This design comes from an exercise in tuning for small area on the open sky130 flow, not from production work. In this exercise RTL edits were held to simulation tests only and were not proved equivalent to the original.

==> flow/design.v <==
module idct_dot_col(sel, x0, x1, x2, x3, x4, x5, x6, x7, out);
input [2:0] sel;
input [27:0] x0, x1, x2, x3, x4, x5, x6, x7;
output [42:0] out;
wire s4 = (sel == 3'd1) | (sel == 3'd2) | (sel == 3'd5) | (sel == 3'd6);
wire [28:0] x4n = {29{s4}} ^ {x4[27], x4};
wire [28:0] sv = {x0[27], x0} + x4n + {28'd0, s4};
wire [28:0] sv_u = {~sv[28], sv[27:0]};
reg [27:0] m7568;
always @(*) begin
    case (sel)
        3'd0: m7568 = x2;
        3'd1: m7568 = ~x6;
        3'd2: m7568 = x6;
        3'd3: m7568 = ~x2;
        3'd4: m7568 = ~x2;
        3'd5: m7568 = x6;
        3'd6: m7568 = ~x6;
        3'd7: m7568 = x2;
        default: m7568 = 28'd0;
    endcase
end
wire [27:0] m7568_u = {~m7568[27], m7568[26:0]};
reg [27:0] m3135;
always @(*) begin
    case (sel)
        3'd0: m3135 = x6;
        3'd1: m3135 = x2;
        3'd2: m3135 = ~x2;
        3'd3: m3135 = ~x6;
        3'd4: m3135 = ~x6;
        3'd5: m3135 = ~x2;
        3'd6: m3135 = x2;
        3'd7: m3135 = x6;
        default: m3135 = 28'd0;
    endcase
end
wire [27:0] m3135_u = {~m3135[27], m3135[26:0]};
reg [27:0] m8035;
always @(*) begin
    case (sel)
        3'd0: m8035 = x1;
        3'd1: m8035 = ~x5;
        3'd2: m8035 = ~x3;
        3'd3: m8035 = ~x7;
        3'd4: m8035 = x7;
        3'd5: m8035 = x3;
        3'd6: m8035 = x5;
        3'd7: m8035 = ~x1;
        default: m8035 = 28'd0;
    endcase
end
wire [27:0] m8035_u = {~m8035[27], m8035[26:0]};
reg [27:0] m6811;
always @(*) begin
    case (sel)
        3'd0: m6811 = x3;
        3'd1: m6811 = x1;
        3'd2: m6811 = x7;
        3'd3: m6811 = x5;
        3'd4: m6811 = ~x5;
        3'd5: m6811 = ~x7;
        3'd6: m6811 = ~x1;
        3'd7: m6811 = ~x3;
        default: m6811 = 28'd0;
    endcase
end
wire [27:0] m6811_u = {~m6811[27], m6811[26:0]};
reg [27:0] m4551;
always @(*) begin
    case (sel)
        3'd0: m4551 = x5;
        3'd1: m4551 = ~x7;
        3'd2: m4551 = x1;
        3'd3: m4551 = ~x3;
        3'd4: m4551 = x3;
        3'd5: m4551 = ~x1;
        3'd6: m4551 = x7;
        3'd7: m4551 = ~x5;
        default: m4551 = 28'd0;
    endcase
end
wire [27:0] m4551_u = {~m4551[27], m4551[26:0]};
reg [27:0] m1598;
always @(*) begin
    case (sel)
        3'd0: m1598 = x7;
        3'd1: m1598 = ~x3;
        3'd2: m1598 = x5;
        3'd3: m1598 = x1;
        3'd4: m1598 = ~x1;
        3'd5: m1598 = ~x5;
        3'd6: m1598 = x3;
        3'd7: m1598 = ~x7;
        default: m1598 = 28'd0;
    endcase
end
wire [27:0] m1598_u = {~m1598[27], m1598[26:0]};
reg [42:0] kc;
always @(*) begin
    case (sel)
        3'd0: kc = 43'd415538092906;
        3'd1: kc = 43'd415538114658;
        3'd2: kc = 43'd415538104076;
        3'd3: kc = 43'd415538116195;
        3'd4: kc = 43'd415538112018;
        3'd5: kc = 43'd415538109001;
        3'd6: kc = 43'd415538107285;
        3'd7: kc = 43'd415538113901;
        default: kc = 43'd0;
    endcase
end
wire [42:0] pp0 = {14'd0, sv_u} << 0;
wire [42:0] pp1 = {14'd0, sv_u} << 5;
wire [42:0] pp2 = {14'd0, sv_u} << 7;
wire [42:0] pp3 = {14'd0, ~sv_u} << 9;
wire [42:0] pp4 = {14'd0, ~sv_u} << 11;
wire [42:0] pp5 = {14'd0, sv_u} << 13;
wire [42:0] pp6 = {15'd0, m7568_u} << 4;
wire [42:0] pp7 = {15'd0, ~m7568_u} << 7;
wire [42:0] pp8 = {15'd0, ~m7568_u} << 9;
wire [42:0] pp9 = {15'd0, m7568_u} << 13;
wire [42:0] pp10 = {15'd0, ~m3135_u} << 0;
wire [42:0] pp11 = {15'd0, m3135_u} << 6;
wire [42:0] pp12 = {15'd0, ~m3135_u} << 10;
wire [42:0] pp13 = {15'd0, m3135_u} << 12;
wire [42:0] pp14 = {15'd0, ~m8035_u} << 0;
wire [42:0] pp15 = {15'd0, m8035_u} << 2;
wire [42:0] pp16 = {15'd0, ~m8035_u} << 5;
wire [42:0] pp17 = {15'd0, ~m8035_u} << 7;
wire [42:0] pp18 = {15'd0, m8035_u} << 13;
wire [42:0] pp19 = {15'd0, ~m6811_u} << 0;
wire [42:0] pp20 = {15'd0, ~m6811_u} << 2;
wire [42:0] pp21 = {15'd0, m6811_u} << 5;
wire [42:0] pp22 = {15'd0, m6811_u} << 7;
wire [42:0] pp23 = {15'd0, m6811_u} << 9;
wire [42:0] pp24 = {15'd0, ~m6811_u} << 11;
wire [42:0] pp25 = {15'd0, m6811_u} << 13;
wire [42:0] pp26 = {15'd0, ~m4551_u} << 0;
wire [42:0] pp27 = {15'd0, m4551_u} << 3;
wire [42:0] pp28 = {15'd0, ~m4551_u} << 6;
wire [42:0] pp29 = {15'd0, m4551_u} << 9;
wire [42:0] pp30 = {15'd0, m4551_u} << 12;
wire [42:0] pp31 = {15'd0, ~m1598_u} << 1;
wire [42:0] pp32 = {15'd0, m1598_u} << 6;
wire [42:0] pp33 = {15'd0, ~m1598_u} << 9;
wire [42:0] pp34 = {15'd0, m1598_u} << 11;
assign out = pp0 + pp1 + pp2 + pp3 + pp4 + pp5 + pp6 + pp7 + pp8 + pp9 + pp10 + pp11 + pp12 + pp13 + pp14 + pp15 + pp16 + pp17 + pp18 + pp19 + pp20 + pp21 + pp22 + pp23 + pp24 + pp25 + pp26 + pp27 + pp28 + pp29 + pp30 + pp31 + pp32 + pp33 + pp34 + kc;
endmodule
module idct_dot_row(sel, x0, x1, x2, x3, x4, x5, x6, x7, out);
input [2:0] sel;
input [11:0] x0, x1, x2, x3, x4, x5, x6, x7;
output [27:0] out;
wire s4 = (sel == 3'd1) | (sel == 3'd2) | (sel == 3'd5) | (sel == 3'd6);
wire [12:0] x4n = {13{s4}} ^ {x4[11], x4};
wire [12:0] sv = {x0[11], x0} + x4n + {12'd0, s4};
wire [12:0] sv_u = {~sv[12], sv[11:0]};
reg [11:0] m7568;
always @(*) begin
    case (sel)
        3'd0: m7568 = x2;
        3'd1: m7568 = ~x6;
        3'd2: m7568 = x6;
        3'd3: m7568 = ~x2;
        3'd4: m7568 = ~x2;
        3'd5: m7568 = x6;
        3'd6: m7568 = ~x6;
        3'd7: m7568 = x2;
        default: m7568 = 12'd0;
    endcase
end
wire [11:0] m7568_u = {~m7568[11], m7568[10:0]};
reg [11:0] m3135;
always @(*) begin
    case (sel)
        3'd0: m3135 = x6;
        3'd1: m3135 = x2;
        3'd2: m3135 = ~x2;
        3'd3: m3135 = ~x6;
        3'd4: m3135 = ~x6;
        3'd5: m3135 = ~x2;
        3'd6: m3135 = x2;
        3'd7: m3135 = x6;
        default: m3135 = 12'd0;
    endcase
end
wire [11:0] m3135_u = {~m3135[11], m3135[10:0]};
reg [11:0] m8035;
always @(*) begin
    case (sel)
        3'd0: m8035 = x1;
        3'd1: m8035 = ~x5;
        3'd2: m8035 = ~x3;
        3'd3: m8035 = ~x7;
        3'd4: m8035 = x7;
        3'd5: m8035 = x3;
        3'd6: m8035 = x5;
        3'd7: m8035 = ~x1;
        default: m8035 = 12'd0;
    endcase
end
wire [11:0] m8035_u = {~m8035[11], m8035[10:0]};
reg [11:0] m6811;
always @(*) begin
    case (sel)
        3'd0: m6811 = x3;
        3'd1: m6811 = x1;
        3'd2: m6811 = x7;
        3'd3: m6811 = x5;
        3'd4: m6811 = ~x5;
        3'd5: m6811 = ~x7;
        3'd6: m6811 = ~x1;
        3'd7: m6811 = ~x3;
        default: m6811 = 12'd0;
    endcase
end
wire [11:0] m6811_u = {~m6811[11], m6811[10:0]};
reg [11:0] m4551;
always @(*) begin
    case (sel)
        3'd0: m4551 = x5;
        3'd1: m4551 = ~x7;
        3'd2: m4551 = x1;
        3'd3: m4551 = ~x3;
        3'd4: m4551 = x3;
        3'd5: m4551 = ~x1;
        3'd6: m4551 = x7;
        3'd7: m4551 = ~x5;
        default: m4551 = 12'd0;
    endcase
end
wire [11:0] m4551_u = {~m4551[11], m4551[10:0]};
reg [11:0] m1598;
always @(*) begin
    case (sel)
        3'd0: m1598 = x7;
        3'd1: m1598 = ~x3;
        3'd2: m1598 = x5;
        3'd3: m1598 = x1;
        3'd4: m1598 = ~x1;
        3'd5: m1598 = ~x5;
        3'd6: m1598 = x3;
        3'd7: m1598 = ~x7;
        default: m1598 = 12'd0;
    endcase
end
wire [11:0] m1598_u = {~m1598[11], m1598[10:0]};
reg [27:0] kc;
always @(*) begin
    case (sel)
        3'd0: kc = 28'd140565354;
        3'd1: kc = 28'd140587106;
        3'd2: kc = 28'd140576524;
        3'd3: kc = 28'd140588643;
        3'd4: kc = 28'd140584466;
        3'd5: kc = 28'd140581449;
        3'd6: kc = 28'd140579733;
        3'd7: kc = 28'd140586349;
        default: kc = 28'd0;
    endcase
end
wire [27:0] pp0 = {15'd0, sv_u} << 0;
wire [27:0] pp1 = {15'd0, sv_u} << 5;
wire [27:0] pp2 = {15'd0, sv_u} << 7;
wire [27:0] pp3 = {15'd0, ~sv_u} << 9;
wire [27:0] pp4 = {15'd0, ~sv_u} << 11;
wire [27:0] pp5 = {15'd0, sv_u} << 13;
wire [27:0] pp6 = {16'd0, m7568_u} << 4;
wire [27:0] pp7 = {16'd0, ~m7568_u} << 7;
wire [27:0] pp8 = {16'd0, ~m7568_u} << 9;
wire [27:0] pp9 = {16'd0, m7568_u} << 13;
wire [27:0] pp10 = {16'd0, ~m3135_u} << 0;
wire [27:0] pp11 = {16'd0, m3135_u} << 6;
wire [27:0] pp12 = {16'd0, ~m3135_u} << 10;
wire [27:0] pp13 = {16'd0, m3135_u} << 12;
wire [27:0] pp14 = {16'd0, ~m8035_u} << 0;
wire [27:0] pp15 = {16'd0, m8035_u} << 2;
wire [27:0] pp16 = {16'd0, ~m8035_u} << 5;
wire [27:0] pp17 = {16'd0, ~m8035_u} << 7;
wire [27:0] pp18 = {16'd0, m8035_u} << 13;
wire [27:0] pp19 = {16'd0, ~m6811_u} << 0;
wire [27:0] pp20 = {16'd0, ~m6811_u} << 2;
wire [27:0] pp21 = {16'd0, m6811_u} << 5;
wire [27:0] pp22 = {16'd0, m6811_u} << 7;
wire [27:0] pp23 = {16'd0, m6811_u} << 9;
wire [27:0] pp24 = {16'd0, ~m6811_u} << 11;
wire [27:0] pp25 = {16'd0, m6811_u} << 13;
wire [27:0] pp26 = {16'd0, ~m4551_u} << 0;
wire [27:0] pp27 = {16'd0, m4551_u} << 3;
wire [27:0] pp28 = {16'd0, ~m4551_u} << 6;
wire [27:0] pp29 = {16'd0, m4551_u} << 9;
wire [27:0] pp30 = {16'd0, m4551_u} << 12;
wire [27:0] pp31 = {16'd0, ~m1598_u} << 1;
wire [27:0] pp32 = {16'd0, m1598_u} << 6;
wire [27:0] pp33 = {16'd0, ~m1598_u} << 9;
wire [27:0] pp34 = {16'd0, m1598_u} << 11;
assign out = pp0 + pp1 + pp2 + pp3 + pp4 + pp5 + pp6 + pp7 + pp8 + pp9 + pp10 + pp11 + pp12 + pp13 + pp14 + pp15 + pp16 + pp17 + pp18 + pp19 + pp20 + pp21 + pp22 + pp23 + pp24 + pp25 + pp26 + pp27 + pp28 + pp29 + pp30 + pp31 + pp32 + pp33 + pp34 + kc;
endmodule
module myidct_less_lut(clk, rst, start, dct_2d, idct_2d, rdy);
output [7:0] idct_2d;
output rdy;
input clk, rst, start;
input [11:0] dct_2d;
integer n;
wire en = start & ~rst;
reg [5:0] pos;
reg wrapped;
reg rdy_q;
always @(posedge clk) begin
    if (rst) begin
        pos <= 6'd0;
        wrapped <= 1'b0;
        rdy_q <= 1'b0;
    end else if (start) begin
        pos <= pos + 6'd1;
        if (pos == 6'd63) wrapped <= 1'b1;
        if (wrapped && pos == 6'd11) rdy_q <= 1'b1;
    end
end
reg [11:0] xin [0:65];
always @(posedge clk) begin
    if (start) begin
        xin[0] <= dct_2d;
        for (n = 1; n < 66; n = n + 1) xin[n] <= xin[n-1];
    end
end
reg [11:0] xs [0:63];
always @(posedge clk) begin
    if (en && pos == 6'd2) begin
        for (n = 0; n < 64; n = n + 1) xs[n] <= xin[65-n];
    end
end
wire [5:0] t = pos - 6'd3;
wire [2:0] cj = t[5:3];
wire [2:0] cs = t[2:0];
wire [11:0] xr [0:7];
genvar g;
generate
    for (g = 0; g < 8; g = g + 1) begin : rowsel
        assign xr[g] = xs[{cs, g[2:0]}];
    end
endgenerate
wire [27:0] y;
idct_dot_row rowpass(.sel(cj), .x0(xr[0]), .x1(xr[1]), .x2(xr[2]), .x3(xr[3]),
                     .x4(xr[4]), .x5(xr[5]), .x6(xr[6]), .x7(xr[7]), .out(y));
reg signed [27:0] ysr [0:6];
reg signed [27:0] ycol [0:7];
always @(posedge clk) begin
    if (start) begin
        ysr[0] <= y;
        for (n = 1; n < 7; n = n + 1) ysr[n] <= ysr[n-1];
    end
    if (en && cs == 3'd7) begin
        ycol[7] <= y;
        for (n = 0; n < 7; n = n + 1) ycol[n] <= ysr[6-n];
    end
end
wire [42:0] z;
idct_dot_col colpass(.sel(cs), .x0(ycol[0]), .x1(ycol[1]), .x2(ycol[2]), .x3(ycol[3]),
                     .x4(ycol[4]), .x5(ycol[5]), .x6(ycol[6]), .x7(ycol[7]), .out(z));
wire zneg = z[42];
wire [14:0] zq = z[42:28];
wire zfrac = |z[27:0];
wire [14:0] zt = zq + {14'd0, zneg & zfrac};
wire [7:0] pix = (zt[14] ? (zt[14:7] != 8'hff) : (zt[14:7] != 8'h00)) ?
                 (zt[14] ? 8'h00 : 8'hff) : {~zt[7], zt[6:0]};
reg [7:0] pixel;
always @(posedge clk) begin
    if (start) pixel <= pix;
end
assign rdy = rdy_q & start;
assign idct_2d = (rdy & ~rst) ? pixel : 8'd0;
endmodule
==> flow/run.sh <==
#!/bin/bash
# synth_recipe.tcl (not shown) runs the flow's synth.tcl, then flattens the netlist and writes it again
# the make line also repeats each setting of config.mk as NAME=value (left out here)
make -C /OpenROAD-flow-scripts/flow DESIGN_CONFIG=/design/flow/config.mk WORK_HOME=/design/flow/orfs CLKGATE_MAP_FILE= SYNTH_SCRIPT=/design/flow/synth_recipe.tcl finish
==> flow/config.mk <==
export PLATFORM = sky130hd
export DESIGN_NAME = myidct_less_lut
export DESIGN_NICKNAME = myidct_less_lut
export VERILOG_FILES = /design/flow/design.v
export SDC_FILE = /design/flow/constraint.sdc
export NUM_CORES = 8
export LEC_CHECK = 0
export CAP_MARGIN = 20
export CORE_MARGIN = 2
export CORE_UTILIZATION = 28
export PLACE_DENSITY = 0.4
export SLEW_MARGIN = 20
==> flow/constraint.sdc <==
create_clock -name core_clock -period 15.0 [get_ports {clk}]
set_input_delay 3.0000 -clock core_clock [delete_from_list [all_inputs] [get_ports {clk}]]
set_output_delay 3.0000 -clock core_clock [all_outputs]
set_load 0.01 [all_outputs]
==> notes.md <==
state kept, by name (all words and copies together), names as in the netlist:
name	count
wrapped	1
rdy_q	1
ycol	224
pos	6
ysr	196
xs	768
pixel	8
xin	792
per-stage QoR:
step / setup slack, ns / cell area (um^2) / hold WS [ns]
global route: 0.0544 / 132000 / 0.379
global placement: -0.301 / 125000 / 0.401
CTS: 0.0240 / 132000 / 0.351
floorplan: -13.20 / 117000 / 0.400
detailed placement: -0.414 / 125000 / 0.405
finish: 0.696 / 132000 / 0.374
worst max-delay path: cells and delay by family, from the launching register on:
family / cells / cell delay, ns
flip-flops: 1 / 0.42
XOR/XNOR: 4 / 0.57
buffers and inverters: 8 / 1.11
AO/OA/AOI/OAI: 18 / 4.58
AND/OR/NAND/NOR: 8 / 1.69
adder cells (fa/ha/maj): 14 / 5.61
cell usage after synthesis, types with 73 or more instances:
| cell | n |
|---|---|
| a222oi_1 | 123 |
| nand2_1 | 432 |
| o22ai_1 | 85 |
| buf_1 | 73 |
| mux2i_1 | 120 |
| nor2_1 | 506 |
| edfxtp_1 | 1988 |
| inv_1 | 1372 |
| o21ai_0 | 357 |
| a22oi_1 | 168 |
| xnor2_1 | 159 |
| nand3_1 | 97 |
| a21oi_1 | 353 |
| ha_1 | 326 |
| clkbuf_1 | 295 |
| fa_1 | 1277 |
layer usage:
| layer | global-route usage (%) | vias up | part of all wire (%) |
|---|---|---|---|
| met5 | 0 | - | 0 |
| met4 | 5.13 | 0 | 3.0 |
| met3 | 1.85 | 505 | 4.4 |
| met2 | 30.0 | 2225 | 47 |
| met1 | 25.2 | 37387 | 45 |
| li1 | - | 30729 | - |
final timing paths:
path	start	end	slack (ns)
worst max-delay path	pos[1]	pixel[3]	0.70
worst min-delay path	xin[26][7]	xin[27][7]	0.37
worst max register to register	pos[1]	pixel[3]	0.70
worst min register to register	xin[26][7]	xin[27][7]	0.37
kinds of logic after synthesis:
logic type,after synthesis,synth area share [%]
flip-flops,1996,51.2
buffers and inverters,1759,5.67
AO/OA/AOI/OAI,1683,9.95
adder cells (fa/ha/maj),1607,25.4
AND/OR/NAND/NOR,1316,4.97
XOR/XNOR,219,1.71
multiplexers,129,1.11
repair_timing:
| item | 4_1_cts | 5_1_grt |
|---|---|---|
| hold buffers | 0 | 0 |
| pin swaps | 0 | 3 |
| endpoints found under the hold margin | 0 | 0 |
| setup buffers | 3 | 7 |
| setup endpoints to repair | 7 | 8 |
| gates resized for setup | 2 | 29 |
area by class of cell:
type	instances	area [um^2]
Clock buffer	264	5710
Clock inverter	146	1520
Antenna cell	5	12.5
Multi-Input combinational cell	4954	50900
Inverter	1378	5190
Sequential cell	1996	59900
Fill cell	41250	284000
Tap cell	5497	6880
Timing Repair Buffer	271	2410
==> results by group <==
Synthesis
  – Synth area leader: edfxtp_1
  – Ys flop type: edfxtp_1
  – Sequential cell area fraction in the yosys report: 51.2%
  – #FFs+latches synth: 1996
  – Cell area after synthesis: 117000 um^2
  – Area share of the largest cell type after synthesis: 51.1%
  – Synth area leaders: edfxtp_1, fa_1, inv_1
  – Count of cell types in the netlist: 101
  – Syn_nets: 10327
  – Syn Inst Count: 8709
  – Number of synthesized flops with an enable pin: 1988
  – Average size of a mapped cell: 13.4 um^2
  – Ys Warns: 11
  – Post-synth ARST share: 0%

Die
  – Die width: 650 um
  – Die area: 423000 um^2
  – Die Height: 650 um
  – # IOs: 24
  – Core area: 416000 um^2
  – Initial Util: 28.1%
  – Row count: 237

Detailed routing
  – DR pass1 iterations: 6
  – Routed len/inst: 26.8 um
  – Vias/cell: 4.88
  – Initial DRC count: 7284
  – DRC: 0
  – Routed WL: 390 mm
  – Number of routed nets with antenna violations: 0
  – Vias: 70846

Critical path
  – Setup crit start kind: flip-flop
  – Critical Path RT: 15.58 ns
  – Element type at the critical path end: flip-flop
  – CP most frequent cell: fa_1
  – Worst path max stage delay: 0.57 ns
  – Worst r2r path cells: 52
  – WS Path Type: reg2reg
  – Max stage delay cell, worst path: fa_1
  – Crit-path max FO: 7
  – CP arrival: 14.89 ns

Cells and area
  – Commonest non-fill, non-tap cell in the layout: edfxtp_1
  – Area Overhead vs Synth: 13.3%
  – Most frequent cells in the layout: edfxtp_1, inv_1, fa_1
  – Core Util, Final: 31.8%
  – Share of cells above drive strength 1: 7.77%
  – Final net count: 10440
  – Finished Layout Cells: 14511

STA
  – Final Hold Fails: 0
  – Period utilization: 95.4%
  – Endpoints failing setup: 0
  – Rel. slew slack: 21.7%
  – Clk_skew: 0.156 ns
  – FMAX: 69.9 MHz
  – Final setup TNS: 0 ns
  – Max Slew Vio Count: 0
  – RSZ-0062 raised after global routing: no
  – Fin crit period: 14.30 ns
  – Worst Max-Slew Pin Slew: 1.17 ns

Global route
  – GRT overflow: 0
  – Largest net degree at the start of global routing: 154
  – Gr usage total: 18.1%
  – Initial antenna violation count: 16
  – Vias in the first global route: 74264
  – First-pass GRT wire length: 555 mm

Place
  – Port-buffer cells: 23
  – Placed Instances: 14083
  – Dpl hpwl: 296 mm
  – Routability Congestion: 0.925

Min path
  – Hold Path Depth: 0
  – Worst hold path class: reg2reg

CTS
  – CTS root buffer: clkbuf_16
  – Worst-path clk slew: 0.06 ns
  – CTS Buf Count: 221
  – Htree depth: 4
  – Worst skew pair latency: 0.95 ns
  – Longest Clk Path Bufs: 4
  – Sink Count: 1996
  – Clock tree from TritonCTS: built

Status
  – Status: timing/DRC/antenna clean

Run
  – MaxCap Viol Count: 0

afterwards: timing with drivers on the ports:
The results above use ideal ports. As a check the final layout listed here was re-extracted and re-timed, cells and wires unchanged.
Step 1 assumes that a clkbuf_16 drives the clock port and a buf_2 every other input.
Step 2 also shifts input and output timing later by t, the mid clock arrival at the registers, as if the neighbouring blocks saw the same clock.
Slacks: ideal ports / drivers / drivers and shift; pairs: ideal ports / drivers.
t (ns): 0.970
slack for setup (ns): 0.696 / 0.696 / 0.696
latest minus earliest clock arrival (ns): 0.156 / 0.155
worst slew at a driven data input, ns: 0.07
pins driven straight from the clock port: 1
After both steps this run still meets setup and hold. For this run, drivers alone change the setup slack by 0.000 ns; drivers and shift together by 0.000 ns.
